Source: an optimization exercise on an open RTL-to-GDS flow (aim: small area and a short achievable clock period). Production flows keep margins and buffers that such runs may drop. At most, simulation tests tie the RTL to the original design; equivalence was not proved. Only the layout flow was run in run 1; the RTL was not checked for function there.

==> flow/design.v (outline; a module is shown in full before it is edited, if it fits) <==
// module mul16_top: 15 lines
// module multiplier: 1151 lines
// module mul_fa: 4 lines
module mul16_top(
    input clk,
    input [15:0] a,
    input [15:0] b,
    output reg [31:0] res
);
  // ...
==> flow/flow/run.sh <==
#!/bin/bash
# Own layout flow: the standard ORFS flow (standard.sh), with
#  - port buffers of a small, fast buffer cell instead of the default delay buffer,
#  - clock tree built from one buffer type and without dummy loads.
#  - timing repair aiming for setup slack above a margin, so that the design is sized for
#    the period it can reach rather than left at minimum size by the loose clock.
# Every tool's output goes to standard.log here; ORFS keeps per-step logs in orfs/logs.
set -euo pipefail
cd "$(dirname "$0")/.."
export BUFFER_PORTS_ARGS="-buffer_cell sky130_fd_sc_hd__buf_1"
export CTS_ARGS="-sink_clustering_enable -repair_clock_nets -dont_use_dummy_load -buf_list sky130_fd_sc_hd__clkbuf_8"
export SETUP_SLACK_MARGIN=16.7
bash standard.sh > standard.log 2>&1
==> flow/standard.sh <==
#!/bin/bash
# synth_recipe.tcl (not shown) runs the flow's synth.tcl, then flattens the netlist and writes it again
# the make line also repeats each setting of config.mk as NAME=value (left out here)
make -C /OpenROAD-flow-scripts/flow DESIGN_CONFIG=/design/flow/config.mk WORK_HOME=/design/flow/orfs CLKGATE_MAP_FILE= SYNTH_SCRIPT=/design/flow/synth_recipe.tcl "${@:-finish}"
==> flow/config.mk <==
export PLATFORM = sky130hd
export DESIGN_NAME = mul16_top
export DESIGN_NICKNAME = mul16_top
export VERILOG_FILES = /design/flow/design.v
export SDC_FILE = /design/flow/constraint.sdc
export NUM_CORES = 4
export LEC_CHECK = 0
export CAP_MARGIN = 20
export CORE_MARGIN = 2
export CORE_UTILIZATION = 40
export SLEW_MARGIN = 20
export SYNTH_HIERARCHICAL = 1
==> flow/constraint.sdc <==
create_clock -name core_clock -period 22.0 [get_ports {clk}]
set_input_delay 4.4000 -clock core_clock [delete_from_list [all_inputs] [get_ports {clk}]]
set_output_delay 4.4000 -clock core_clock [all_outputs]
set_load 0.01 [all_outputs]
==> summary.txt, run 1 <==
Run status
  – Status: timing/DRC/antenna clean

STA
  – Hold Fails Final Rpt: 0
  – Final worst-path cycle share: 0.238
  – Final setup margin: 16760 ps

Yosys
  – Warnings from Yosys: 7
  – EDFF count, synth: 0
  – Largest family of logic cells by synthesized area: adder cells
  – Gate Count Post-Synth: 845
  – Post-synth top area cell: fa_1
  – Most frequent cell after synthesis: nand2_1
  – Distinct cell type count of the synthesized netlist: 56

Layout
  – Area grow syn2layout: 12.1%
  – Ant. Diodes: 0
  – Max-area cell class: multi-input combinational cells
  – Sequential cell area share: 0.145
  – Largest regs: res: 32 flops, a_r: 16 flops, b_r: 16 flops

Global routing
  – Gr usage total: 0.208
  – Grt ovf: 0

Worst setup path
  – Setup crit end kind: output port
  – Register-to-register setup slack: 16870 ps
  – Critical path arrival: 840 ps
  – Slowest cell on the critical path: dfxtp_1

Clock tree
  – H-Tree Depth: 3
  – Hold-fix buffers, CTS: 0
  – Post-CTS setup buffer count: 5

Drt
  – Post-DRT Antenna Nets: 0
  – Met3 wire length: 1.29 mm
  – Initial DRC count: 408
  – DRC: 0

Floorplan
  – Die height: 150 µm
==> run 2, diff against run 1 <==
--- a/flow/design.v
+++ b/flow/design.v
@@ -690,16 +690,339 @@
   wire s669;
   wire c670;
   wire s671;
   wire c672;
   wire s673;
   wire c674;
   wire s675;
   wire c676;
+  wire g677;
+  wire p678;
+  wire g679;
+  wire p680;
+  wire g681;
+  wire p682;
+  wire g683;
+  wire p684;
+  wire g685;
+  wire p686;
+  wire g687;
+  wire p688;
+  wire g689;
+  wire p690;
+  wire g691;
+  wire p692;
+  wire g693;
+  wire p694;
+  wire g695;
+  wire p696;
+  wire g697;
+  wire p698;
+  wire g699;
+  wire p700;
+  wire g701;
+  wire p702;
+  wire g703;
+  wire p704;
+  wire g705;
+  wire p706;
+  wire g707;
+  wire p708;
+  wire g709;
+  wire p710;
+  wire g711;
+  wire p712;
+  wire g713;
+  wire p714;
+  wire g715;
+  wire p716;
+  wire g717;
+  wire p718;
+  wire g719;
+  wire p720;
+  wire g721;
+  wire p722;
+  wire g723;
+  wire p724;
+  wire g725;
+  wire p726;
+  wire g727;
+  wire p728;
+  wire g729;
+  wire p730;
+  wire g731;
+  wire p732;
+  wire g733;
+  wire p734;
+  wire g735;
+  wire p736;
+  wire g737;
+  wire p738;
+  wire g739;
+  wire p740;
+  wire g741;
+  wire G742;
+  wire P743;
+  wire G744;
+  wire P745;
+  wire G746;
+  wire P747;
+  wire G748;
+  wire P749;
+  wire G750;
+  wire P751;
+  wire G752;
+  wire P753;
+  wire G754;
+  wire P755;
+  wire G756;
+  wire P757;
+  wire G758;
+  wire P759;
+  wire G760;
+  wire P761;
+  wire G762;
+  wire P763;
+  wire G764;
+  wire P765;
+  wire G766;
+  wire P767;
+  wire G768;
+  wire P769;
+  wire G770;
+  wire P771;
+  wire G772;
+  wire P773;
+  wire G774;
+  wire P775;
+  wire G776;
+  wire P777;
+  wire G778;
+  wire P779;
+  wire G780;
+  wire P781;
+  wire G782;
+  wire P783;
+  wire G784;
+  wire P785;
+  wire G786;
+  wire P787;
+  wire G788;
+  wire P789;
+  wire G790;
+  wire P791;
+  wire G792;
+  wire P793;
+  wire G794;
+  wire P795;
+  wire G796;
+  wire P797;
+  wire G798;
+  wire P799;
+  wire G800;
+  wire P801;
+  wire G802;
+  wire P803;
+  wire G804;
+  wire P805;
+  wire G806;
+  wire P807;
+  wire G808;
+  wire P809;
+  wire G810;
+  wire P811;
+  wire G812;
+  wire P813;
+  wire G814;
+  wire P815;
+  wire G816;
+  wire P817;
+  wire G818;
+  wire P819;
+  wire G820;
+  wire P821;
+  wire G822;
+  wire P823;
+  wire G824;
+  wire P825;
+  wire G826;
+  wire P827;
+  wire G828;
+  wire P829;
+  wire G830;
+  wire P831;
+  wire G832;
+  wire P833;
+  wire G834;
+  wire P835;
+  wire G836;
+  wire P837;
+  wire G838;
+  wire P839;
+  wire G840;
+  wire P841;
+  wire G842;
+  wire P843;
+  wire G844;
+  wire P845;
+  wire G846;
+  wire P847;
+  wire G848;
+  wire P849;
+  wire G850;
+  wire P851;
+  wire G852;
+  wire P853;
+  wire G854;
+  wire P855;
+  wire G856;
+  wire P857;
+  wire G858;
+  wire P859;
+  wire G860;
+  wire P861;
+  wire G862;
+  wire P863;
+  wire G864;
+  wire P865;
+  wire G866;
+  wire P867;
+  wire G868;
+  wire P869;
+  wire G870;
+  wire P871;
+  wire G872;
+  wire P873;
+  wire G874;
+  wire P875;
+  wire G876;
+  wire P877;
+  wire G878;
+  wire P879;
+  wire G880;
+  wire P881;
+  wire G882;
+  wire P883;
+  wire G884;
+  wire P885;
+  wire G886;
+  wire P887;
+  wire G888;
+  wire P889;
+  wire G890;
+  wire P891;
+  wire G892;
+  wire P893;
+  wire G894;
+  wire P895;
+  wire G896;
+  wire P897;
+  wire G898;
+  wire P899;
+  wire G900;
+  wire P901;
+  wire G902;
+  wire P903;
+  wire G904;
+  wire P905;
+  wire G906;
+  wire P907;
+  wire G908;
+  wire P909;
+  wire G910;
+  wire P911;
+  wire G912;
+  wire P913;
+  wire G914;
+  wire P915;
+  wire G916;
+  wire P917;
+  wire G918;
+  wire P919;
+  wire G920;
+  wire P921;
+  wire G922;
+  wire P923;
+  wire G924;
+  wire P925;
+  wire G926;
+  wire P927;
+  wire G928;
+  wire P929;
+  wire G930;
+  wire P931;
+  wire G932;
+  wire P933;
+  wire G934;
+  wire P935;
+  wire G936;
+  wire P937;
+  wire G938;
+  wire P939;
+  wire G940;
+  wire P941;
+  wire G942;
+  wire P943;
+  wire G944;
+  wire P945;
+  wire G946;
+  wire P947;
+  wire G948;
+  wire P949;
+  wire G950;
+  wire P951;
+  wire G952;
+  wire P953;
+  wire G954;
+  wire P955;
+  wire G956;
+  wire P957;
+  wire G958;
+  wire P959;
+  wire G960;
+  wire P961;
+  wire G962;
+  wire P963;
+  wire G964;
+  wire P965;
+  wire G966;
+  wire P967;
+  wire G968;
+  wire P969;
+  wire G970;
+  wire P971;
+  wire G972;
+  wire P973;
+  wire G974;
+  wire P975;
+  wire G976;
+  wire P977;
+  wire G978;
+  wire P979;
+  wire G980;
+  wire P981;
+  wire G982;
+  wire P983;
+  wire G984;
+  wire P985;
+  wire G986;
+  wire P987;
+  wire G988;
+  wire P989;
+  wire G990;
+  wire P991;
+  wire G992;
+  wire P993;
+  wire G994;
+  wire P995;
+  wire G996;
+  wire P997;
+  wire G998;
+  wire P999;
   assign pp1 = ~(a[0] & b[0]);
   assign pp2 = ~(a[1] & b[0]);
   assign pp3 = ~(a[2] & b[0]);
   assign pp4 = ~(a[3] & b[0]);
   assign pp5 = ~(a[4] & b[0]);
   assign pp6 = ~(a[5] & b[0]);
   assign pp7 = ~(a[6] & b[0]);
   assign pp8 = ~(a[7] & b[0]);
@@ -1156,16 +1479,368 @@
   mul_fa u_s661 (.a(s549), .b(c606), .ci(s607), .s(s661), .co(c662));
   mul_fa u_s663 (.a(s553), .b(c608), .ci(s609), .s(s663), .co(c664));
   mul_fa u_s665 (.a(c554), .b(s611), .ci(c610), .s(s665), .co(c666));
   mul_fa u_s667 (.a(c558), .b(s613), .ci(c612), .s(s667), .co(c668));
   mul_fa u_s669 (.a(s565), .b(c614), .ci(s615), .s(s669), .co(c670));
   mul_fa u_s671 (.a(c566), .b(s617), .ci(c616), .s(s671), .co(c672));
   mul_fa u_s673 (.a(c568), .b(s619), .ci(c618), .s(s673), .co(c674));
   mul_fa u_s675 (.a(pp240), .b(pp255), .ci(c620), .s(s675), .co(c676));
-  wire [31:0] fx = {1'b1, pp256, s675, s673, s671, s669, s667, c664, c662, s661, s659, c656, c654, c652, c650, c648, c646, c644, c642, c640, c638, c636, c634, c632, c630, c628, c626, c624, c622, pp33, pp17, pp1};
-  wire [31:0] fy = {1'b1, c676, c674, c672, c670, c668, c666, s665, s663, c660, c658, s657, s655, s653, s651, s649, s647, s645, s643, s641, s639, s637, s635, s633, s631, s629, s627, s625, s623, s621, pp2, 1'b1};
-  assign res = ~(fx + fy + 32'd1);
+  assign g677 = pp1 & 1'b1;
+  assign p678 = pp1 ^ 1'b1;
+  assign g679 = pp17 & pp2;
+  assign p680 = pp17 ^ pp2;
+  assign g681 = pp33 & s621;
+  assign p682 = pp33 ^ s621;
+  assign g683 = c622 & s623;
+  assign p684 = c622 ^ s623;
+  assign g685 = c624 & s625;
+  assign p686 = c624 ^ s625;
+  assign g687 = c626 & s627;
+  assign p688 = c626 ^ s627;
+  assign g689 = c628 & s629;
+  assign p690 = c628 ^ s629;
+  assign g691 = c630 & s631;
+  assign p692 = c630 ^ s631;
+  assign g693 = c632 & s633;
+  assign p694 = c632 ^ s633;
+  assign g695 = c634 & s635;
+  assign p696 = c634 ^ s635;
+  assign g697 = c636 & s637;
+  assign p698 = c636 ^ s637;
+  assign g699 = c638 & s639;
+  assign p700 = c638 ^ s639;
+  assign g701 = c640 & s641;
+  assign p702 = c640 ^ s641;
+  assign g703 = c642 & s643;
+  assign p704 = c642 ^ s643;
+  assign g705 = c644 & s645;
+  assign p706 = c644 ^ s645;
+  assign g707 = c646 & s647;
+  assign p708 = c646 ^ s647;
+  assign g709 = c648 & s649;
+  assign p710 = c648 ^ s649;
+  assign g711 = c650 & s651;
+  assign p712 = c650 ^ s651;
+  assign g713 = c652 & s653;
+  assign p714 = c652 ^ s653;
+  assign g715 = c654 & s655;
+  assign p716 = c654 ^ s655;
+  assign g717 = c656 & s657;
+  assign p718 = c656 ^ s657;
+  assign g719 = s659 & c658;
+  assign p720 = s659 ^ c658;
+  assign g721 = s661 & c660;
+  assign p722 = s661 ^ c660;
+  assign g723 = c662 & s663;
+  assign p724 = c662 ^ s663;
+  assign g725 = c664 & s665;
+  assign p726 = c664 ^ s665;
+  assign g727 = s667 & c666;
+  assign p728 = s667 ^ c666;
+  assign g729 = s669 & c668;
+  assign p730 = s669 ^ c668;
+  assign g731 = s671 & c670;
+  assign p732 = s671 ^ c670;
+  assign g733 = s673 & c672;
+  assign p734 = s673 ^ c672;
+  assign g735 = s675 & c674;
+  assign p736 = s675 ^ c674;
+  assign g737 = pp256 & c676;
+  assign p738 = pp256 ^ c676;
+  assign g739 = 1'b1 & 1'b1;
+  assign p740 = 1'b1 ^ 1'b1;
+  assign g741 = g677 | (p678 & 1'b1);
+  assign G742 = g679 | (p680 & g741);
+  assign P743 = p680 & p678;
+  assign G744 = g681 | (p682 & g679);
+  assign P745 = p682 & p680;
+  assign G746 = g683 | (p684 & g681);
+  assign P747 = p684 & p682;
+  assign G748 = g685 | (p686 & g683);
+  assign P749 = p686 & p684;
+  assign G750 = g687 | (p688 & g685);
+  assign P751 = p688 & p686;
+  assign G752 = g689 | (p690 & g687);
+  assign P753 = p690 & p688;
+  assign G754 = g691 | (p692 & g689);
+  assign P755 = p692 & p690;
+  assign G756 = g693 | (p694 & g691);
+  assign P757 = p694 & p692;
+  assign G758 = g695 | (p696 & g693);
+  assign P759 = p696 & p694;
+  assign G760 = g697 | (p698 & g695);
+  assign P761 = p698 & p696;
+  assign G762 = g699 | (p700 & g697);
+  assign P763 = p700 & p698;
+  assign G764 = g701 | (p702 & g699);
+  assign P765 = p702 & p700;
+  assign G766 = g703 | (p704 & g701);
+  assign P767 = p704 & p702;
+  assign G768 = g705 | (p706 & g703);
+  assign P769 = p706 & p704;
+  assign G770 = g707 | (p708 & g705);
+  assign P771 = p708 & p706;
+  assign G772 = g709 | (p710 & g707);
+  assign P773 = p710 & p708;
+  assign G774 = g711 | (p712 & g709);
+  assign P775 = p712 & p710;
+  assign G776 = g713 | (p714 & g711);
+  assign P777 = p714 & p712;
+  assign G778 = g715 | (p716 & g713);
+  assign P779 = p716 & p714;
+  assign G780 = g717 | (p718 & g715);
+  assign P781 = p718 & p716;
+  assign G782 = g719 | (p720 & g717);
+  assign P783 = p720 & p718;
+  assign G784 = g721 | (p722 & g719);
+  assign P785 = p722 & p720;
+  assign G786 = g723 | (p724 & g721);
+  assign P787 = p724 & p722;
+  assign G788 = g725 | (p726 & g723);
+  assign P789 = p726 & p724;
+  assign G790 = g727 | (p728 & g725);
+  assign P791 = p728 & p726;
+  assign G792 = g729 | (p730 & g727);
+  assign P793 = p730 & p728;
+  assign G794 = g731 | (p732 & g729);
+  assign P795 = p732 & p730;
+  assign G796 = g733 | (p734 & g731);
+  assign P797 = p734 & p732;
+  assign G798 = g735 | (p736 & g733);
+  assign P799 = p736 & p734;
+  assign G800 = g737 | (p738 & g735);
+  assign P801 = p738 & p736;
+  assign G802 = g739 | (p740 & g737);
+  assign P803 = p740 & p738;
+  assign G804 = G744 | (P745 & g741);
+  assign P805 = P745 & p678;
+  assign G806 = G746 | (P747 & G742);
+  assign P807 = P747 & P743;
+  assign G808 = G748 | (P749 & G744);
+  assign P809 = P749 & P745;
+  assign G810 = G750 | (P751 & G746);
+  assign P811 = P751 & P747;
+  assign G812 = G752 | (P753 & G748);
+  assign P813 = P753 & P749;
+  assign G814 = G754 | (P755 & G750);
+  assign P815 = P755 & P751;
+  assign G816 = G756 | (P757 & G752);
+  assign P817 = P757 & P753;
+  assign G818 = G758 | (P759 & G754);
+  assign P819 = P759 & P755;
+  assign G820 = G760 | (P761 & G756);
+  assign P821 = P761 & P757;
+  assign G822 = G762 | (P763 & G758);
+  assign P823 = P763 & P759;
+  assign G824 = G764 | (P765 & G760);
+  assign P825 = P765 & P761;
+  assign G826 = G766 | (P767 & G762);
+  assign P827 = P767 & P763;
+  assign G828 = G768 | (P769 & G764);
+  assign P829 = P769 & P765;
+  assign G830 = G770 | (P771 & G766);
+  assign P831 = P771 & P767;
+  assign G832 = G772 | (P773 & G768);
+  assign P833 = P773 & P769;
+  assign G834 = G774 | (P775 & G770);
+  assign P835 = P775 & P771;
+  assign G836 = G776 | (P777 & G772);
+  assign P837 = P777 & P773;
+  assign G838 = G778 | (P779 & G774);
+  assign P839 = P779 & P775;
+  assign G840 = G780 | (P781 & G776);
+  assign P841 = P781 & P777;
+  assign G842 = G782 | (P783 & G778);
+  assign P843 = P783 & P779;
+  assign G844 = G784 | (P785 & G780);
+  assign P845 = P785 & P781;
+  assign G846 = G786 | (P787 & G782);
+  assign P847 = P787 & P783;
+  assign G848 = G788 | (P789 & G784);
+  assign P849 = P789 & P785;
+  assign G850 = G790 | (P791 & G786);
+  assign P851 = P791 & P787;
+  assign G852 = G792 | (P793 & G788);
+  assign P853 = P793 & P789;
+  assign G854 = G794 | (P795 & G790);
+  assign P855 = P795 & P791;
+  assign G856 = G796 | (P797 & G792);
+  assign P857 = P797 & P793;
+  assign G858 = G798 | (P799 & G794);
+  assign P859 = P799 & P795;
+  assign G860 = G800 | (P801 & G796);
+  assign P861 = P801 & P797;
+  assign G862 = G802 | (P803 & G798);
+  assign P863 = P803 & P799;
+  assign G864 = G808 | (P809 & g741);
+  assign P865 = P809 & p678;
+  assign G866 = G810 | (P811 & G742);
+  assign P867 = P811 & P743;
+  assign G868 = G812 | (P813 & G804);
+  assign P869 = P813 & P805;
+  assign G870 = G814 | (P815 & G806);
+  assign P871 = P815 & P807;
+  assign G872 = G816 | (P817 & G808);
+  assign P873 = P817 & P809;
+  assign G874 = G818 | (P819 & G810);
+  assign P875 = P819 & P811;
+  assign G876 = G820 | (P821 & G812);
+  assign P877 = P821 & P813;
+  assign G878 = G822 | (P823 & G814);
+  assign P879 = P823 & P815;
+  assign G880 = G824 | (P825 & G816);
+  assign P881 = P825 & P817;
+  assign G882 = G826 | (P827 & G818);
+  assign P883 = P827 & P819;
+  assign G884 = G828 | (P829 & G820);
+  assign P885 = P829 & P821;
+  assign G886 = G830 | (P831 & G822);
+  assign P887 = P831 & P823;
+  assign G888 = G832 | (P833 & G824);
+  assign P889 = P833 & P825;
+  assign G890 = G834 | (P835 & G826);
+  assign P891 = P835 & P827;
+  assign G892 = G836 | (P837 & G828);
+  assign P893 = P837 & P829;
+  assign G894 = G838 | (P839 & G830);
+  assign P895 = P839 & P831;
+  assign G896 = G840 | (P841 & G832);
+  assign P897 = P841 & P833;
+  assign G898 = G842 | (P843 & G834);
+  assign P899 = P843 & P835;
+  assign G900 = G844 | (P845 & G836);
+  assign P901 = P845 & P837;
+  assign G902 = G846 | (P847 & G838);
+  assign P903 = P847 & P839;
+  assign G904 = G848 | (P849 & G840);
+  assign P905 = P849 & P841;
+  assign G906 = G850 | (P851 & G842);
+  assign P907 = P851 & P843;
+  assign G908 = G852 | (P853 & G844);
+  assign P909 = P853 & P845;
+  assign G910 = G854 | (P855 & G846);
+  assign P911 = P855 & P847;
+  assign G912 = G856 | (P857 & G848);
+  assign P913 = P857 & P849;
+  assign G914 = G858 | (P859 & G850);
+  assign P915 = P859 & P851;
+  assign G916 = G860 | (P861 & G852);
+  assign P917 = P861 & P853;
+  assign G918 = G862 | (P863 & G854);
+  assign P919 = P863 & P855;
+  assign G920 = G872 | (P873 & g741);
+  assign P921 = P873 & p678;
+  assign G922 = G874 | (P875 & G742);
+  assign P923 = P875 & P743;
+  assign G924 = G876 | (P877 & G804);
+  assign P925 = P877 & P805;
+  assign G926 = G878 | (P879 & G806);
+  assign P927 = P879 & P807;
+  assign G928 = G880 | (P881 & G864);
+  assign P929 = P881 & P865;
+  assign G930 = G882 | (P883 & G866);
+  assign P931 = P883 & P867;
+  assign G932 = G884 | (P885 & G868);
+  assign P933 = P885 & P869;
+  assign G934 = G886 | (P887 & G870);
+  assign P935 = P887 & P871;
+  assign G936 = G888 | (P889 & G872);
+  assign P937 = P889 & P873;
+  assign G938 = G890 | (P891 & G874);
+  assign P939 = P891 & P875;
+  assign G940 = G892 | (P893 & G876);
+  assign P941 = P893 & P877;
+  assign G942 = G894 | (P895 & G878);
+  assign P943 = P895 & P879;
+  assign G944 = G896 | (P897 & G880);
+  assign P945 = P897 & P881;
+  assign G946 = G898 | (P899 & G882);
+  assign P947 = P899 & P883;
+  assign G948 = G900 | (P901 & G884);
+  assign P949 = P901 & P885;
+  assign G950 = G902 | (P903 & G886);
+  assign P951 = P903 & P887;
+  assign G952 = G904 | (P905 & G888);
+  assign P953 = P905 & P889;
+  assign G954 = G906 | (P907 & G890);
+  assign P955 = P907 & P891;
+  assign G956 = G908 | (P909 & G892);
+  assign P957 = P909 & P893;
+  assign G958 = G910 | (P911 & G894);
+  assign P959 = P911 & P895;
+  assign G960 = G912 | (P913 & G896);
+  assign P961 = P913 & P897;
+  assign G962 = G914 | (P915 & G898);
+  assign P963 = P915 & P899;
+  assign G964 = G916 | (P917 & G900);
+  assign P965 = P917 & P901;
+  assign G966 = G918 | (P919 & G902);
+  assign P967 = P919 & P903;
+  assign G968 = G936 | (P937 & g741);
+  assign P969 = P937 & p678;
+  assign G970 = G938 | (P939 & G742);
+  assign P971 = P939 & P743;
+  assign G972 = G940 | (P941 & G804);
+  assign P973 = P941 & P805;
+  assign G974 = G942 | (P943 & G806);
+  assign P975 = P943 & P807;
+  assign G976 = G944 | (P945 & G864);
+  assign P977 = P945 & P865;
+  assign G978 = G946 | (P947 & G866);
+  assign P979 = P947 & P867;
+  assign G980 = G948 | (P949 & G868);
+  assign P981 = P949 & P869;
+  assign G982 = G950 | (P951 & G870);
+  assign P983 = P951 & P871;
+  assign G984 = G952 | (P953 & G920);
+  assign P985 = P953 & P921;
+  assign G986 = G954 | (P955 & G922);
+  assign P987 = P955 & P923;
+  assign G988 = G956 | (P957 & G924);
+  assign P989 = P957 & P925;
+  assign G990 = G958 | (P959 & G926);
+  assign P991 = P959 & P927;
+  assign G992 = G960 | (P961 & G928);
+  assign P993 = P961 & P929;
+  assign G994 = G962 | (P963 & G930);
+  assign P995 = P963 & P931;
+  assign G996 = G964 | (P965 & G932);
+  assign P997 = P965 & P933;
+  assign G998 = G966 | (P967 & G934);
+  assign P999 = P967 & P935;
+  assign res[0] = ~(p678 ^ 1'b1);
+  assign res[1] = ~(p680 ^ g741);
+  assign res[2] = ~(p682 ^ G742);
+  assign res[3] = ~(p684 ^ G804);
+  assign res[4] = ~(p686 ^ G806);
+  assign res[5] = ~(p688 ^ G864);
+  assign res[6] = ~(p690 ^ G866);
+  assign res[7] = ~(p692 ^ G868);
+  assign res[8] = ~(p694 ^ G870);
+  assign res[9] = ~(p696 ^ G920);
+  assign res[10] = ~(p698 ^ G922);
+  assign res[11] = ~(p700 ^ G924);
+  assign res[12] = ~(p702 ^ G926);
+  assign res[13] = ~(p704 ^ G928);
+  assign res[14] = ~(p706 ^ G930);
+  assign res[15] = ~(p708 ^ G932);
+  assign res[16] = ~(p710 ^ G934);
+  assign res[17] = ~(p712 ^ G968);
+  assign res[18] = ~(p714 ^ G970);
+  assign res[19] = ~(p716 ^ G972);
+  assign res[20] = ~(p718 ^ G974);
+  assign res[21] = ~(p720 ^ G976);
+  assign res[22] = ~(p722 ^ G978);
+  assign res[23] = ~(p724 ^ G980);
+  assign res[24] = ~(p726 ^ G982);
+  assign res[25] = ~(p728 ^ G984);
+  assign res[26] = ~(p730 ^ G986);
+  assign res[27] = ~(p732 ^ G988);
+  assign res[28] = ~(p734 ^ G990);
+  assign res[29] = ~(p736 ^ G992);
+  assign res[30] = ~(p738 ^ G994);
+  assign res[31] = ~(p740 ^ G996);
 endmodule
 module mul_fa(input a, input b, input ci, output s, output co);
   assign s = a ^ b ^ ci;
   assign co = (a & b) | (a & ci) | (b & ci);
 endmodule
==> flow/run.sh (new file) <==
#!/bin/bash
# synth_recipe.tcl (not shown) runs the flow's synth.tcl, then flattens the netlist and writes it again
# the make line also repeats each setting of config.mk as NAME=value (left out here)
make -C /OpenROAD-flow-scripts/flow DESIGN_CONFIG=/design/flow/config.mk WORK_HOME=/design/flow/orfs CLKGATE_MAP_FILE= SYNTH_SCRIPT=/design/flow/synth_recipe.tcl finish
removed: flow/flow/run.sh
removed: flow/standard.sh
==> run 2 against run 1 <==
Against the previous run: synthesized cell count shrank 4.6%; register-to-register slack got worse by 540 ps.
==> summary.txt, run 2 <==
Drt
  – Post-DRT Antenna Nets: 0 (unchanged)
  – WL/cell: 19.0 µm (was 19.1 µm)
  – DRC: 0 (unchanged)
  – Pre-antenna DRT Iters: 6 (was 5)
  – Initial DRC count: 329 (was 408)
  – Via count: 6010 (was 6384)
  – Vias/cell: 5.45 (was 5.37)
  – WL final: 20.9 mm (was 22.6 mm)

Layout
  – Area grow syn2layout: 12.9% (was 12.1%)
  – Max reg flops: 32 (unchanged)
  – # fillers: 1927 (was 1998)
  – Non-Filler Instances: 1103 (was 1188)
  – Ant. Diodes: 0 (unchanged)
  – # nets final: 1102 (was 1189)
  – Register name with the most flops: res (unchanged)
  – Share of cells above drive strength 1: 0.0348 (was 0.134)
  – Largest regs: res: 32 flops, a_r: 16 flops, b_r: 16 flops (unchanged)
  – Most common cell after layout, fill and taps aside: nand2_1 (unchanged)
  – Leading cell types in the layout, fill and taps excluded: nand2_1 (275), fa_1 (210), dfxtp_1 (64), clkdlybuf4s50_1 (64), ha_1 (31) (was nand2_1 (280), fa_1 (211), buf_1 (63), buf_4 (52), dfxtp_1 (32))

Worst setup path
  – Crit path max fanout: 16 (was 1)
  – WS Path Type: flip-flop to flip-flop (was flip-flop to output port)
  – CP Launch Type: flip-flop (unchanged)
  – Reg-to-reg critical path startpoint: a_r[4] (was b_r[0])
  – Register-to-register setup slack: 16330 ps (was 16870 ps)
  – Critical path's most frequent cell: fa_1
  – Critical path arrival: 5950 ps (was 840 ps)
  – Critical path buffers and inverters: 0 (was 1)
  – Setup crit end kind: flip-flop (was output port)
  – Reg2reg end: res[27] (was res[26])
  – Worst endpoint required time: 22280 ps (was 17600 ps)
  – CP max stage delay: 760 ps (was 320 ps)
  – CP Cell Sequence: nand2_1 > fa_1 > fa_1 > fa_1 > fa_1 > fa_1 > fa_1 > ha_1 > a21oi_1 > o21ai_1 > a21o_1 > a211o_1 > a31o_1 > a21oi_1 > xor2_1 (was buf_1)
  – Cells on worst reg2reg path: 15 (unchanged)
  – Slowest cell on the critical path: dfxtp_1 (unchanged)
  – Top delay family on crit path: adder cells (was flip-flops)

Yosys
  – Most frequent cell after synthesis: nand2_1 (unchanged)
  – Warnings from Yosys: 7 (unchanged)
  – Most common library cells after synthesis: nand2_1 (275), fa_1 (210), dfxtp_1 (64) (was nand2_1 (280), fa_1 (211), clkbuf_1 (65))
  – Main synth FF type: dfxtp_1 (unchanged)
  – Post-synth top area cell: fa_1 (unchanged)
  – Gate Count Post-Synth: 806 (was 845)
  – Distinct cell type count of the synthesized netlist: 47 (was 56)
  – Synth top area share: 0.508 (was 0.499)
  – Asr flop ratio synth: 0 (unchanged)
  – Register area share after synthesis: 0.155 (was 0.151)
  – Synth Area per Inst: 10.3 µm² (was 10.0 µm²)
  – Register bit total from synthesis: 64 (unchanged)
  – Post-synthesis cell area: 0.00828 mm² (was 0.00847 mm²)
  – Top area cells in the synthesized netlist: fa_1 (51%), dfxtp_1 (15%), nand2_1 (12%), ha_1 (4.7%), clkbuf_1 (2.6%) (was fa_1 (50%), dfxtp_1 (15%), nand2_1 (12%), ha_1 (4.4%), clkbuf_1 (2.9%))
  – EDFF count, synth: 0 (unchanged)

Floorplan
  – Die height: 148 µm (was 150 µm)
  – DIE WIDTH: 148 µm (was 150 µm)
  – Initial Util: 0.408 (was 0.406)
  – Die area: 0.0219 mm² (was 0.0224 mm²)
  – Core Region: 0.0203 mm² (was 0.0209 mm²)
  – Boundary Pins: 65 (unchanged)
  – Row count: 52 (was 53)

Clock tree
  – Worst-path clk slew: 60 ps (was 70 ps)
  – Post-CTS setup buffer count: 0 (was 5)
  – CTS buffer count: 9 (unchanged)
  – H-Tree Depth: 3 (unchanged)
  – Worst-skew pair later-pin latency: 350 ps (was 370 ps)
  – Hold-fix buffers, CTS: 0 (unchanged)
  – Post-CTS resize count: 0 (was 44)
  – CTS tree: done (unchanged)
  – CTS max path bufs: 2 (unchanged)
  – Number of clock sinks: 64 (unchanged)
  – Root Buffer: clkbuf_16 (was clkbuf_8)

Global routing
  – Gr usage total: 0.202 (was 0.208)
  – Initial antenna violation count: 0 (unchanged)
  – Grt ovf: 0 (unchanged)
  – Number of global-route vias before repair: 6468 (was 6497)
  – First-pass GRT wire length: 34.0 mm (was 34.9 mm)
  – Largest net degree at the start of global routing: 17 (unchanged)

STA
  – Max Clock Freq: 176 MHz (was 191 MHz)
  – Final Slew Violations: 0 (unchanged)
  – Hold Fails Final Rpt: 0 (unchanged)
  – Clock skew: 8.49 ps (was 19.9 ps)
  – RSZ-0062 raised after global routing: no (unchanged)
  – Final worst-path cycle share: 0.258 (was 0.238)
  – Final setup viols: 0 (unchanged)
  – Slew HR: 0.438
  – Worst-Margin Slew: 842 ps
  – Post-route setup TNS: 0 ps (unchanged)
  – Minimum clock period: 5670 ps (was 5240 ps)

Worst hold path
  – HP Class: flip-flop to flip-flop (unchanged)
  – Worst hold start: b_r[0] (unchanged)
  – WHS Endpoint: res[0] (unchanged)
  – Hold Crit Depth: 1 (unchanged)

Placed design
  – Detailed Place HPWL: 16.1 mm (was 16.6 mm)
  – Final RePlAce weighted congestion: 0.851 (was 0.843)
  – Buffers on Ports: 64 (unchanged)
  – Inst Count DP: 1087 (was 1128)

Run status
  – Status: timing/DRC/antenna clean (unchanged)

Run
  – Max-cap viol count: 0 (unchanged)
## run 2: through the flow
step                      area [µm²]  worst slack, ps   util  hold WS [ps]
after floorplan                 8330            16610      -           629
after global placement          9050            16450  0.446           824
after detailed placement        9050            16360  0.446           823
after CTS                       9350            16340  0.460           794
after global routing            9350            16060  0.460           833
final                           9350            16330  0.460           804
## run 2: worst register-to-register path: stages, from the launching register on
cell	delay, ps
dfxtp_1	760
nand2_1	170
fa_1	540
fa_1	580
fa_1	450
fa_1	390
fa_1	500
fa_1	410
ha_1	410
a21oi_1	250
o21ai_1	130
a21o_1	190
a211o_1	250
a31o_1	200
a21oi_1	210
xor2_1	150
## run 2: final cells by class
cell class / count / area, µm² / share of cell area
inverter: 5 / 18.8 / 0.00201
timing repair buffer: 65 / 648 / 0.0694
clock inverter: 5 / 56.3 / 0.00602
tap: 270 / 338 / 0.0361
clock buffer: 11 / 243 / 0.0260
sequential: 64 / 1280 / 0.137
multi-input combinational: 683 / 6760 / 0.723
## run 2: worst max-delay path by stage
stage | startpoint | end | slack, ps | depth (start not counted)
final | a_r[4] | res[27] | 16330 | 15
after global placement | a_r[9] | res[27] | 16450 | 15
after global routing | a_r[4] | res[27] | 16060 | 15
after floorplan | b_r[11] | res[27] | 16610 | 18
after CTS | a_r[4] | res[27] | 16340 | 15
after detailed placement | a_r[4] | res[27] | 16360 | 15
## run 2: modules after synthesis, one instance, submodules excluded
module / times used / cells
mul16_top: 1 / 64
multiplier: 1 / 532
mul_fa: 210 / 1
## run 2: kinds of logic (layout without fill, tap and decap cells)
| logic type | Yosys count | count (layout) | synth area share |
|---|---|---|---|
| other | 1 | 15 | 0.000453 |
| XOR/XNOR | 28 | 28 | 0.0296 |
| AND/OR/NAND/NOR | 317 | 317 | 0.156 |
| buffers and inverters | 73 | 86 | 0.0349 |
| adder cells (fa/ha/maj) | 241 | 241 | 0.555 |
| AO/OA/AOI/OAI | 82 | 82 | 0.0692 |
| flip-flops | 64 | 64 | 0.155 |
## run 2: routing by layer
metal,vias to the layer above,wire length (µm),global-route usage
li1,2562,-,-
met1,3119,8150,0.252
met2,264,10500,0.335
met3,65,1340,0.0367
met4,0,975,0.110
met5,-,0,0
==> run 3, diff against run 2 <==
==> flow/flow/run.sh (new file) <==
#!/bin/bash
# Own layout flow: the standard ORFS flow (standard.sh), with
#  - port buffers of a small, fast buffer cell instead of the default delay buffer,
#  - clock tree built from one buffer type and without dummy loads.
# Every tool's output goes to standard.log here; ORFS keeps per-step logs in orfs/logs.
set -euo pipefail
cd "$(dirname "$0")/.."
export BUFFER_PORTS_ARGS="-buffer_cell sky130_fd_sc_hd__buf_1"
export CTS_ARGS="-sink_clustering_enable -repair_clock_nets -dont_use_dummy_load -buf_list sky130_fd_sc_hd__clkbuf_8"
bash standard.sh > standard.log 2>&1
==> flow/standard.sh (new file) <==
#!/bin/bash
# synth_recipe.tcl (not shown) runs the flow's synth.tcl, then flattens the netlist and writes it again
# the make line also repeats each setting of config.mk as NAME=value (left out here)
make -C /OpenROAD-flow-scripts/flow DESIGN_CONFIG=/design/flow/config.mk WORK_HOME=/design/flow/orfs CLKGATE_MAP_FILE= SYNTH_SCRIPT=/design/flow/synth_recipe.tcl "${@:-finish}"
removed: flow/run.sh
==> run 3 against run 2 <==
Against the previous run: routed wire length rose by 0.11%; critical path type unchanged; via count fell by 0.92%; cell area fell by 6.2%; highest routed layer unchanged; die area did not move; non-clock buffer count did not move; clock-buffer cell count fell by 2; still clean; clock skew rose by 12 ps; sequential cell count did not move; setup slack got worse by 75 ps; final cell count fell by 0.63%.
==> summary.txt, run 3 <==
Layout
  – Share of cells above drive strength 1: 0.0278 (was 0.0348)
  – Largest regs: res: 32 flops, a_r: 16 flops, b_r: 16 flops (unchanged)
  – Ant. Diodes: 0 (unchanged)
  – Fin util: 0.432 (was 0.460)
  – Max reg flops: 32 (unchanged)
  – Non-Filler Instances: 1096 (was 1103)
  – Register name with the most flops: res (unchanged)
  – # nets final: 1102 (unchanged)
  – Final instance area: 0.00877 mm² (was 0.00935 mm²)
  – Most common cell after layout, fill and taps aside: nand2_1 (unchanged)
  – Leading cell types in the layout, fill and taps excluded: nand2_1 (275), fa_1 (210), dfxtp_1 (64), buf_1 (64), ha_1 (31) (was nand2_1 (275), fa_1 (210), dfxtp_1 (64), clkdlybuf4s50_1 (64), ha_1 (31))
  – # fillers: 2018 (was 1927)
  – Area grow syn2layout: 5.94% (was 12.9%)

Yosys
  – Register bit total from synthesis: 64 (unchanged)
  – EDFF count, synth: 0 (unchanged)
  – Gate Count Post-Synth: 806 (unchanged)
  – Synth Area per Inst: 10.3 µm² (unchanged)
  – Main synth FF type: dfxtp_1 (unchanged)
  – Top area cells in the synthesized netlist: fa_1 (51%), dfxtp_1 (15%), nand2_1 (12%), ha_1 (4.7%), clkbuf_1 (2.6%) (unchanged)
  – Asr flop ratio synth: 0 (unchanged)
  – Most common library cells after synthesis: nand2_1 (275), fa_1 (210), dfxtp_1 (64) (unchanged)
  – Warnings from Yosys: 7 (unchanged)
  – Distinct cell type count of the synthesized netlist: 47 (unchanged)
  – Most frequent cell after synthesis: nand2_1 (unchanged)
  – Post-synth top area cell: fa_1 (unchanged)
  – Post-synthesis cell area: 0.00828 mm² (unchanged)
  – Synth top area share: 0.508 (unchanged)
  – Register area share after synthesis: 0.155 (unchanged)

Floorplan
  – Boundary Pins: 65 (unchanged)
  – DIE WIDTH: 148 µm (unchanged)
  – Core Region: 0.0203 mm² (unchanged)
  – Die area: 0.0219 mm² (unchanged)
  – Row count: 52 (unchanged)
  – Die height: 148 µm (unchanged)
  – Initial Util: 0.408 (unchanged)

Clock tree
  – CTS max path bufs: 2 (unchanged)
  – CTS buffer count: 9 (unchanged)
  – Post-CTS setup buffer count: 0 (unchanged)
  – Root Buffer: clkbuf_8 (was clkbuf_16)
  – Post-CTS resize count: 0 (unchanged)
  – H-Tree Depth: 3 (unchanged)
  – Worst-skew pair later-pin latency: 380 ps (was 350 ps)
  – CTS tree: done (unchanged)
  – Hold-fix buffers, CTS: 0 (unchanged)
  – Number of clock sinks: 64 (unchanged)
  – Worst-path clk slew: 80 ps (was 60 ps)

Worst setup path
  – Setup crit end kind: flip-flop (unchanged)
  – Critical path arrival: 6060 ps (was 5950 ps)
  – WS Path Type: flip-flop to flip-flop (unchanged)
  – CP Launch Type: flip-flop (unchanged)
  – Crit path max fanout: 16 (unchanged)
  – Worst endpoint required time: 22310 ps (was 22280 ps)

Drt
  – Pre-antenna DRT Iters: 7 (was 6)
  – Initial DRC count: 381 (was 329)
  – WL/cell: 19.1 µm (was 19.0 µm)
  – Vias/cell: 5.43 (was 5.45)
  – WL final: 21.0 mm (was 20.9 mm)
  – Post-DRT Antenna Nets: 0 (unchanged)
  – Via count: 5955 (was 6010)
  – DRC: 0 (unchanged)

Placed design
  – Buffers on Ports: 64 (unchanged)
  – Inst Count DP: 1087 (unchanged)
  – Final RePlAce weighted congestion: 0.840 (was 0.851)
  – Pre-CTS WS: 16310 ps (was 16360 ps)
  – Detailed Place HPWL: 16.1 mm (about the same)
  – Placed cell area: 0.00865 mm² (was 0.00905 mm²)

STA
  – Clock skew: 20.9 ps (was 8.49 ps)
  – Minimum clock period: 5740 ps (was 5670 ps)
  – Final setup viols: 0 (unchanged)
  – RSZ-0062 raised after global routing: no (unchanged)
  – Smallest hold slack: 816 ps (was 804 ps)
  – Final worst-path cycle share: 0.261 (was 0.258)
  – Max Clock Freq: 174 MHz (was 176 MHz)
  – Post-route setup TNS: 0 ps (unchanged)
  – Final Slew Violations: 0 (unchanged)
  – Worst-Margin Slew: 878 ps (was 842 ps)
  – Hold Fails Final Rpt: 0 (unchanged)
  – Final setup margin: 16260 ps (was 16330 ps)
  – Slew HR: 0.414 (was 0.438)

Worst hold path
  – HP Class: flip-flop to flip-flop (unchanged)

Global routing
  – First-pass GRT wire length: 33.2 mm (was 34.0 mm)
  – Number of global-route vias before repair: 6162 (was 6468)
  – Gr usage total: 0.200 (was 0.202)
  – Initial antenna violation count: 0 (unchanged)
  – Grt ovf: 0 (unchanged)
  – Largest net degree at the start of global routing: 17 (unchanged)

Run
  – Max-cap viol count: 0 (unchanged)

Run status
  – Status: timing/DRC/antenna clean (unchanged)
## run 3: cell counts after synthesis
No cell type changed its count.
## run 3: layout make-up
| cell class | instances | area [µm²] | share of cell area |
|---|---|---|---|
| clock buffer | 9 | 124 | 0.0141 |
| timing repair buffer | 65 | 248 | 0.0282 |
| sequential | 64 | 1280 | 0.146 |
| inverter | 5 | 18.8 | 0.00214 |
| tap | 270 | 338 | 0.0385 |
| multi-input combinational | 683 | 6760 | 0.771 |
## run 3: path summary, 6_finish.rpt
kind / endpoint / slack (ps) / cells after the start / start
setup / recovery: res[27] / 16260 / 15 / a_r[9]
setup reg to reg: res[27] / 16260 / 15 / a_r[9]
hold reg to reg: res[0] / 820 / 1 / b_r[0]
hold / removal: res[0] / 820 / 1 / b_r[0]
## run 3: worst max-delay path, cell delays in order (launching register included)
cell and delay [ps]:
dfxtp_1 830, nand2_1 170, fa_1 600, fa_1 440
fa_1 490, fa_1 390, fa_1 510, fa_1 420
ha_1 420, a21oi_1 250, o21ai_1 140, a21o_1 190
a211o_1 260, a31o_1 190, a21oi_1 210, xor2_1 160
## run 3: Yosys stat by module, one instance, submodules excluded
module | cells inside | area, µm² | flip-flops and latches
multiplier | 532 | 2790 | 0
mul16_top | 64 | 1280 | 64
mul_fa | 1 | 20.0 | 0
## run 3: logic make-up after synthesis
logic type / after synthesis / share of synthesized area
buf+inv: 73 / 0.0349
xor+xnor: 28 / 0.0296
fa+ha+maj: 241 / 0.555
other cells: 1 / 0.000453
simple gates: 317 / 0.156
flops: 64 / 0.155
compound gates: 82 / 0.0692
## run 3: routing by layer
metal,part of all wire,GRT usage
met5,0,0
met3,0.049,0.0296
met4,0.032,0.0748
met1,0.41,0.265
met2,0.51,0.335
==> run 4, diff against run 3 <==
--- a/flow/flow/run.sh
+++ b/flow/flow/run.sh
@@ -4,2 +4,4 @@
 #  - clock tree built from one buffer type and without dummy loads.
+#  - timing repair aiming for setup slack above a margin, so that the design is sized for
+#    the period it can reach rather than left at minimum size by the loose clock.
 # Every tool's output goes to standard.log here; ORFS keeps per-step logs in orfs/logs.
@@ -9,2 +11,3 @@
 export CTS_ARGS="-sink_clustering_enable -repair_clock_nets -dont_use_dummy_load -buf_list sky130_fd_sc_hd__clkbuf_8"
+export SETUP_SLACK_MARGIN=16.4
 bash standard.sh > standard.log 2>&1
==> run 4 against run 3 <==
Against the previous run: final cell count is the same; area after synthesis is the same; setup slack gained 340 ps; global-route usage is essentially flat; non-clock buffer count is the same; cell area grew 0.49%; clock skew is essentially flat; sequential cell count is the same; critical endpoint unchanged.
==> summary.txt, run 4 <==
Run status
  – Status: timing/DRC/antenna clean (unchanged)

STA
  – Final setup viols: 0 (unchanged)
  – Smallest hold slack: 649 ps (was 816 ps)
  – Minimum clock period: 5400 ps (was 5740 ps)
  – Slew HR: 0.440 (was 0.414)
  – Worst-Margin Slew: 839 ps (was 878 ps)
  – Hold Fails Final Rpt: 0 (unchanged)
  – Final worst-path cycle share: 0.245 (was 0.261)
  – RSZ-0062 raised after global routing: yes (was no)
  – Post-route setup TNS: 0 ps (unchanged)
  – Max Clock Freq: 185 MHz (was 174 MHz)
  – Final Slew Violations: 0 (unchanged)
  – Clock skew: 21.1 ps (was 20.9 ps)

Yosys
  – Register bit total from synthesis: 64 (unchanged)
  – Most frequent cell after synthesis: nand2_1 (unchanged)
  – Warnings from Yosys: 7 (unchanged)
  – Synth top area share: 0.508 (unchanged)
  – Asr flop ratio synth: 0 (unchanged)
  – Gate Count Post-Synth: 806 (unchanged)
  – Post-synth top area cell: fa_1 (unchanged)
  – Most common library cells after synthesis: nand2_1 (275), fa_1 (210), dfxtp_1 (64) (unchanged)
  – Register area share after synthesis: 0.155 (unchanged)
  – Distinct cell type count of the synthesized netlist: 47 (unchanged)
  – Top area cells in the synthesized netlist: fa_1 (51%), dfxtp_1 (15%), nand2_1 (12%), ha_1 (4.7%), clkbuf_1 (2.6%) (unchanged)
  – Post-synthesis cell area: 0.00828 mm² (unchanged)
  – Synth Area per Inst: 10.3 µm² (unchanged)
  – Main synth FF type: dfxtp_1 (unchanged)
  – EDFF count, synth: 0 (unchanged)

Global routing
  – Number of global-route vias before repair: 6173 (was 6162)
  – Largest net degree at the start of global routing: 17 (unchanged)
  – First-pass GRT wire length: 33.2 mm (about the same)
  – Grt ovf: 0 (unchanged)
  – Gr usage total: 0.200 (about the same)
  – Initial antenna violation count: 0 (unchanged)

Worst setup path
  – Critical path arrival: 5710 ps (was 6060 ps)
  – CP max stage delay: 600 ps (was 830 ps)
  – Cells on worst reg2reg path: 15 (unchanged)
  – WS Path Type: flip-flop to flip-flop (unchanged)
  – CP Cell Sequence: nand2_1 > fa_1 > fa_1 > fa_1 > fa_1 > fa_1 > fa_1 > ha_1 > a21oi_1 > o21ai_1 > a21o_1 > a211o_1 > a31o_1 > a21oi_1 > xor2_1 (unchanged)
  – Worst endpoint required time: 22310 ps (about the same)
  – CP Launch Type: flip-flop (unchanged)
  – Slowest cell on the critical path: dfxtp_2 (was dfxtp_1)
  – Reg-to-reg critical path startpoint: a_r[10] (was a_r[9])
  – Setup crit end kind: flip-flop (unchanged)
  – Critical path's most frequent cell: fa_1 (unchanged)
  – Register-to-register setup slack: 16600 ps (was 16260 ps)
  – Crit path max fanout: 16 (unchanged)
  – Reg2reg end: res[27] (unchanged)

Clock tree
  – Worst-skew pair later-pin latency: 380 ps (about the same)
  – CTS tree: done (unchanged)
  – CTS max path bufs: 2 (unchanged)
  – CTS buffer count: 9 (unchanged)
  – Hold-fix buffers, CTS: 0 (unchanged)
  – H-Tree Depth: 3 (unchanged)
  – Root Buffer: clkbuf_8 (unchanged)
  – Worst-path clk slew: 70 ps (was 80 ps)
  – Number of clock sinks: 64 (unchanged)

Worst hold path
  – WHS Endpoint: res[0] (unchanged)
  – Hold Crit Depth: 1 (unchanged)
  – HP Class: flip-flop to flip-flop (unchanged)
  – Worst hold start: b_r[0] (unchanged)

Layout
  – Multi-input logic area: 0.00676 mm² (unchanged)
  – Register area: 0.00132 mm² (was 0.00128 mm²)
  – Leading cell types in the layout, fill and taps excluded: nand2_1 (275), fa_1 (210), buf_1 (64), dfxtp_1 (44), ha_1 (31) (was nand2_1 (275), fa_1 (210), dfxtp_1 (64), buf_1 (64), ha_1 (31))
  – Final instance area: 0.00881 mm² (was 0.00877 mm²)
  – # nets final: 1102 (unchanged)
  – Largest regs: res: 32 flops, a_r: 16 flops, b_r: 16 flops (unchanged)
  – Most common cell after layout, fill and taps aside: nand2_1 (unchanged)
  – Area grow syn2layout: 6.45% (was 5.94%)
  – Share of cells above drive strength 1: 0.0521 (was 0.0278)
  – Ant. Diodes: 0 (unchanged)
  – # fillers: 2011 (was 2018)
  – Register name with the most flops: res (unchanged)
  – Max reg flops: 32 (unchanged)

Drt
  – DRC: 0 (unchanged)
  – Pre-antenna DRT Iters: 6 (was 7)
  – Initial DRC count: 343 (was 381)
  – WL final: 21.0 mm (about the same)
  – Via count: 5929 (was 5955)
  – Vias/cell: 5.41 (was 5.43)
  – WL/cell: 19.2 µm (was 19.1 µm)
  – Post-DRT Antenna Nets: 0 (unchanged)

Floorplan
  – Initial Util: 0.408 (unchanged)
  – DIE WIDTH: 148 µm (unchanged)
  – Die height: 148 µm (unchanged)
  – Boundary Pins: 65 (unchanged)
  – Die area: 0.0219 mm² (unchanged)
  – Core Region: 0.0203 mm² (unchanged)
  – Row count: 52 (unchanged)

Placed design
  – Placed cell area: 0.00865 mm² (unchanged)
  – Detailed Place HPWL: 16.1 mm (unchanged)
  – Final RePlAce weighted congestion: 0.840 (unchanged)
  – Buffers on Ports: 64 (unchanged)

Run
  – Max-cap viol count: 0 (unchanged)
run 4: worst max-delay path, delay by kind of cell, from the launching register on:
kind / cells / cell delay, ps
adder cells (fa/ha/maj): 7 / 3230
flip-flops: 1 / 600
AND/OR/NAND/NOR: 1 / 150
AO/OA/AOI/OAI: 6 / 1200
XOR/XNOR: 1 / 160
run 4: area by class of cell:
class,instances,area share
well taps,270,0.0383
repair buffers,65,0.0281
flip-flops and latches,64,0.150
multi-input cells,683,0.767
inverters,5,0.00213
clock buffers,9,0.0141
run 4: how the worst max path moves through the flow:
stage             from       to  slack (ps)  depth (start not counted)
6_report       a_r[10]  res[27]       16600                         15
5_1_grt        a_r[10]  res[27]       16400                         15
4_1_cts        a_r[11]  res[27]       16400                         15
3_5_place_dp    a_r[9]  res[27]       16310                         15
3_3_place_gp    a_r[9]  res[27]       16390                         15
2_1_floorplan  b_r[11]  res[27]       16610                         18
run 4: per-layer routing:
layer  GRT usage  part of all wire
met3      0.0296             0.048
met1       0.267              0.41
met5           0                 0
met2       0.333              0.51
met4      0.0752             0.033
run 4: cell families (layout without fill, tap and decap cells):
| group | count (synthesis) | count (layout) | synth area share |
|---|---|---|---|
| other | 1 | 15 | 0.000453 |
| AND/OR/NAND/NOR | 317 | 317 | 0.156 |
| adder cells (fa/ha/maj) | 241 | 241 | 0.555 |
| XOR/XNOR | 28 | 28 | 0.0296 |
| buffers and inverters | 73 | 79 | 0.0349 |
| flip-flops | 64 | 64 | 0.155 |
| AO/OA/AOI/OAI | 82 | 82 | 0.0692 |
run 4: Yosys stat by module (local to each module, per instance):
| module | copies in the design | flops+latches | cells |
|---|---|---|---|
| multiplier | 1 | 0 | 532 |
| mul16_top | 1 | 64 | 64 |
| mul_fa | 210 | 0 | 1 |
run 4: stage by stage:
step,setup slack (ps),util,cells
after global routing,16400,0.434,1096
after floorplan,16610,-,820
after CTS,16400,0.433,1096
after global placement,16390,0.426,1087
after detailed placement,16310,0.426,1087
final,16600,0.434,1096
run 4: timing repair:
| item | CTS | global route |
|---|---|---|
| resized for setup | 10 | 17 |
| endpoints found under the setup margin | 2 | 8 |
| setup buffers | 0 | 0 |
| endpoints found under the hold margin | 0 | 0 |
==> run 5, diff against run 4 <==
--- a/flow/flow/run.sh
+++ b/flow/flow/run.sh
@@ -11,3 +11,3 @@
 export CTS_ARGS="-sink_clustering_enable -repair_clock_nets -dont_use_dummy_load -buf_list sky130_fd_sc_hd__clkbuf_8"
-export SETUP_SLACK_MARGIN=16.4
+export SETUP_SLACK_MARGIN=16.7
 bash standard.sh > standard.log 2>&1
==> run 5 against run 4 <==
Against the previous run: highest routed layer unchanged; hold slack got worse by 8.6 ps; clock skew grew 8.9 ps.
==> summary.txt, run 5 <==
Run status
  – Status: timing/DRC/antenna clean (unchanged)

Drt
  – Vias/cell: 5.36 (was 5.41)
  – Post-DRT Antenna Nets: 0 (unchanged)
  – WL met1: 8.52 mm (was 8.67 mm)
  – Met2 wire length: 11.0 mm (was 10.6 mm)
  – Pre-antenna DRT Iters: 7 (was 6)
  – Via count: 6033 (was 5929)
  – Uppermost layer routed: met4 (unchanged)
  – WL/cell: 19.1 µm (was 19.2 µm)
  – Initial DRC count: 316 (was 343)
  – DRC: 0 (unchanged)
  – Met3 wire length: 1.26 mm (was 1.02 mm)
  – WL final: 21.5 mm (was 21.0 mm)

Yosys
  – Post-synthesis cell area: 0.00828 mm² (unchanged)
  – Register area share after synthesis: 0.155 (unchanged)
  – Top area cells in the synthesized netlist: fa_1 (51%), dfxtp_1 (15%), nand2_1 (12%), ha_1 (4.7%), clkbuf_1 (2.6%) (unchanged)
  – Most common library cells after synthesis: nand2_1 (275), fa_1 (210), dfxtp_1 (64) (unchanged)
  – Post-synth top area cell: fa_1 (unchanged)
  – Gate Count Post-Synth: 806 (unchanged)
  – Distinct cell type count of the synthesized netlist: 47 (unchanged)
  – EDFF count, synth: 0 (unchanged)
  – Register bit total from synthesis: 64 (unchanged)
  – Asr flop ratio synth: 0 (unchanged)
  – Warnings from Yosys: 7 (unchanged)
  – Synth Area per Inst: 10.3 µm² (unchanged)
  – Main synth FF type: dfxtp_1 (unchanged)
  – Most frequent cell after synthesis: nand2_1 (unchanged)
  – Synth top area share: 0.508 (unchanged)

Worst setup path
  – Critical path buffers and inverters: 1 (was 0)
  – Top delay family on crit path: flip-flops (was adder cells)
  – Worst endpoint required time: 17600 ps (was 22310 ps)
  – Slowest cell on the critical path: dfxtp_1 (was dfxtp_2)
  – Critical path arrival: 840 ps (was 5710 ps)
  – WS Path Type: flip-flop to output port (was flip-flop to flip-flop)
  – CP Launch Type: flip-flop (unchanged)
  – Crit path max fanout: 1 (was 16)
  – Setup crit end kind: output port (was flip-flop)
  – CP max stage delay: 320 ps (was 600 ps)
  – CP Cell Sequence: buf_1 (was nand2_1 > fa_1 > fa_1 > fa_1 > fa_1 > fa_1 > fa_1 > ha_1 > a21oi_1 > o21ai_1 > a21o_1 > a211o_1 > a31o_1 > a21oi_1 > xor2_1)

Layout
  – # fillers: 1974 (was 2011)
  – Area grow syn2layout: 10.2% (was 6.45%)
  – Largest regs: res: 32 flops, a_r: 16 flops, b_r: 16 flops (unchanged)
  – Ant. Diodes: 0 (unchanged)
  – Leading cell types in the layout, fill and taps excluded: nand2_1 (275), fa_1 (210), buf_1 (63), dfxtp_1 (34), buf_4 (30) (was nand2_1 (275), fa_1 (210), buf_1 (64), dfxtp_1 (44), ha_1 (31))
  – Share of cells above drive strength 1: 0.105 (was 0.0521)
  – Register name with the most flops: res (unchanged)
  – # nets final: 1132 (was 1102)
  – Fin util: 0.449 (was 0.434)
  – Max reg flops: 32 (unchanged)
  – Most common cell after layout, fill and taps aside: nand2_1 (unchanged)

Floorplan
  – Boundary Pins: 65 (unchanged)
  – Initial Util: 0.408 (unchanged)
  – Core Region: 0.0203 mm² (unchanged)
  – Die area: 0.0219 mm² (unchanged)
  – Row count: 52 (unchanged)
  – DIE WIDTH: 148 µm (unchanged)
  – Die height: 148 µm (unchanged)

Global routing
  – Grt ovf: 0 (unchanged)
  – Initial antenna violation count: 0 (unchanged)
  – First-pass GRT wire length: 33.5 mm (was 33.2 mm)
  – Largest net degree at the start of global routing: 17 (unchanged)
  – Gr usage total: 0.201 (was 0.200)
  – Number of global-route vias before repair: 6351 (was 6173)

Clock tree
  – CTS max path bufs: 2 (unchanged)
  – Number of clock sinks: 64 (unchanged)
  – Worst-path clk slew: 70 ps (about the same)
  – CTS tree: done (unchanged)
  – Root Buffer: clkbuf_8 (unchanged)
  – CTS buffer count: 9 (unchanged)
  – Worst-skew pair later-pin latency: 380 ps (about the same)
  – H-Tree Depth: 3 (unchanged)

STA
  – Max Clock Freq: 191 MHz (was 185 MHz)
  – Minimum clock period: 5240 ps (was 5400 ps)
  – Post-route setup TNS: 0 ps (unchanged)
  – Slew HR: 0.638 (was 0.440)
  – Final worst-path cycle share: 0.238 (was 0.245)
  – Final Slew Violations: 0 (unchanged)
  – RSZ-0062 raised after global routing: yes (unchanged)
  – Hold Fails Final Rpt: 0 (unchanged)
  – Worst-Margin Slew: 542 ps (was 839 ps)
  – Final setup viols: 0 (unchanged)
  – Clock skew: 30.0 ps (was 21.1 ps)

Worst hold path
  – HP Class: flip-flop to flip-flop (unchanged)

Placed design
  – Detailed Place HPWL: 16.0 mm (was 16.1 mm)
  – Buffers on Ports: 64 (unchanged)
  – Final RePlAce weighted congestion: 0.837 (was 0.840)

Run
  – Max-cap viol count: 0 (unchanged)
run 5: cell types whose count changed in the layout (fill, tap and decap cells not counted), sizes merged:
cell,previous run,this run
buf,65,95
run 5: cells by family (layout without fill, tap and decap cells):
family / Yosys count / count (layout) / share of synthesized area
fa+ha+maj: 241 / 241 / 0.555
buf+inv: 73 / 109 / 0.0349
flops: 64 / 64 / 0.155
other cells: 1 / 15 / 0.000453
xor+xnor: 28 / 28 / 0.0296
simple gates: 317 / 317 / 0.156
compound gates: 82 / 82 / 0.0692
run 5: final timing paths:
| path | slack, ps | cells after the start | endpoint | startpoint |
|---|---|---|---|---|
| worst max-delay path | 16760 | 1 | res[28] | res[28] |
| worst min-delay path | 640 | 1 | res[0] | a_r[0] |
| worst max register to register | 16870 | 15 | res[27] | b_r[11] |
| worst min register to register | 640 | 1 | res[0] | a_r[0] |
run 5: timing repair:
action / 4_1_cts / 5_1_grt
resized for setup: 36 / 23
hold buffers: 0 / 0
hold endpoints to repair: 0 / 0
setup buffers: 0 / 29
endpoints found under the setup margin: 12 / 15
run 5: cell type report:
type / count / area, µm² / share of cell area
Sequential cell: 64 / 1370 / 0.151
Timing Repair Buffer: 95 / 487 / 0.0534
Multi-Input combinational cell: 683 / 6780 / 0.743
Clock buffer: 9 / 124 / 0.0136
Inverter: 5 / 18.8 / 0.00206
Tap cell: 270 / 338 / 0.0370
run 5: metrics by stage:
step | instances | setup WS (ps) | hold slack (ps) | cell area [µm²]
2_1_floorplan | 820 | 16700 | 629 | 8340
3_3_place_gp | 1088 | 16410 | 844 | 8650
3_5_place_dp | 1088 | 16340 | 836 | 8650
4_1_cts | 1097 | 16690 | 677 | 8830
5_1_grt | 1126 | 16670 | 655 | 9120
6_report | 1126 | 16760 | 641 | 9120
run 5: modules after synthesis (local to each module, per instance):
module	flip-flops and latches	cells inside	cell area, µm²	copies in the design
mul_fa	0	1	20.0	210
mul16_top	64	64	1280	1
multiplier	0	532	2790	1
run 5: metal layers:
metal  vias up  track usage
li1       2622            -
met1      3128        0.255
met2       240        0.344
met3        43       0.0355
met4         0       0.0810
met5         -            0

[static timing again, ports no longer ideal]
The flow's constraints put no driver on any port. The routed layouts listed below were extracted and timed again, unchanged, in two steps. Step 1: set_driving_cell puts a clkbuf_16 on clk and a buf_2 on each other input, an assumption about the parent block. Step 2 also shifts input and output timing later by t, the mid clock arrival at the registers, as if the neighbouring blocks saw the same clock. a / b / c = ideal ports / drivers / drivers and shift; a / b = the first two.
run	t (ns)	slack for setup (ns)	latest minus earliest clock arrival (ns)
run 1	0.399	16.765 / 16.725 / 16.872	0.021 / 0.021
run 2	0.387	16.333 / 16.319 / 16.333	0.008 / 0.008
run 3	0.409	16.258 / 16.258 / 16.258	0.022 / 0.022
run 4	0.407	16.601 / 16.601 / 16.601	0.021 / 0.021
run 5	0.404	16.756 / 16.716 / 16.866	0.030 / 0.030
After both steps setup and hold are still met in every run listed.
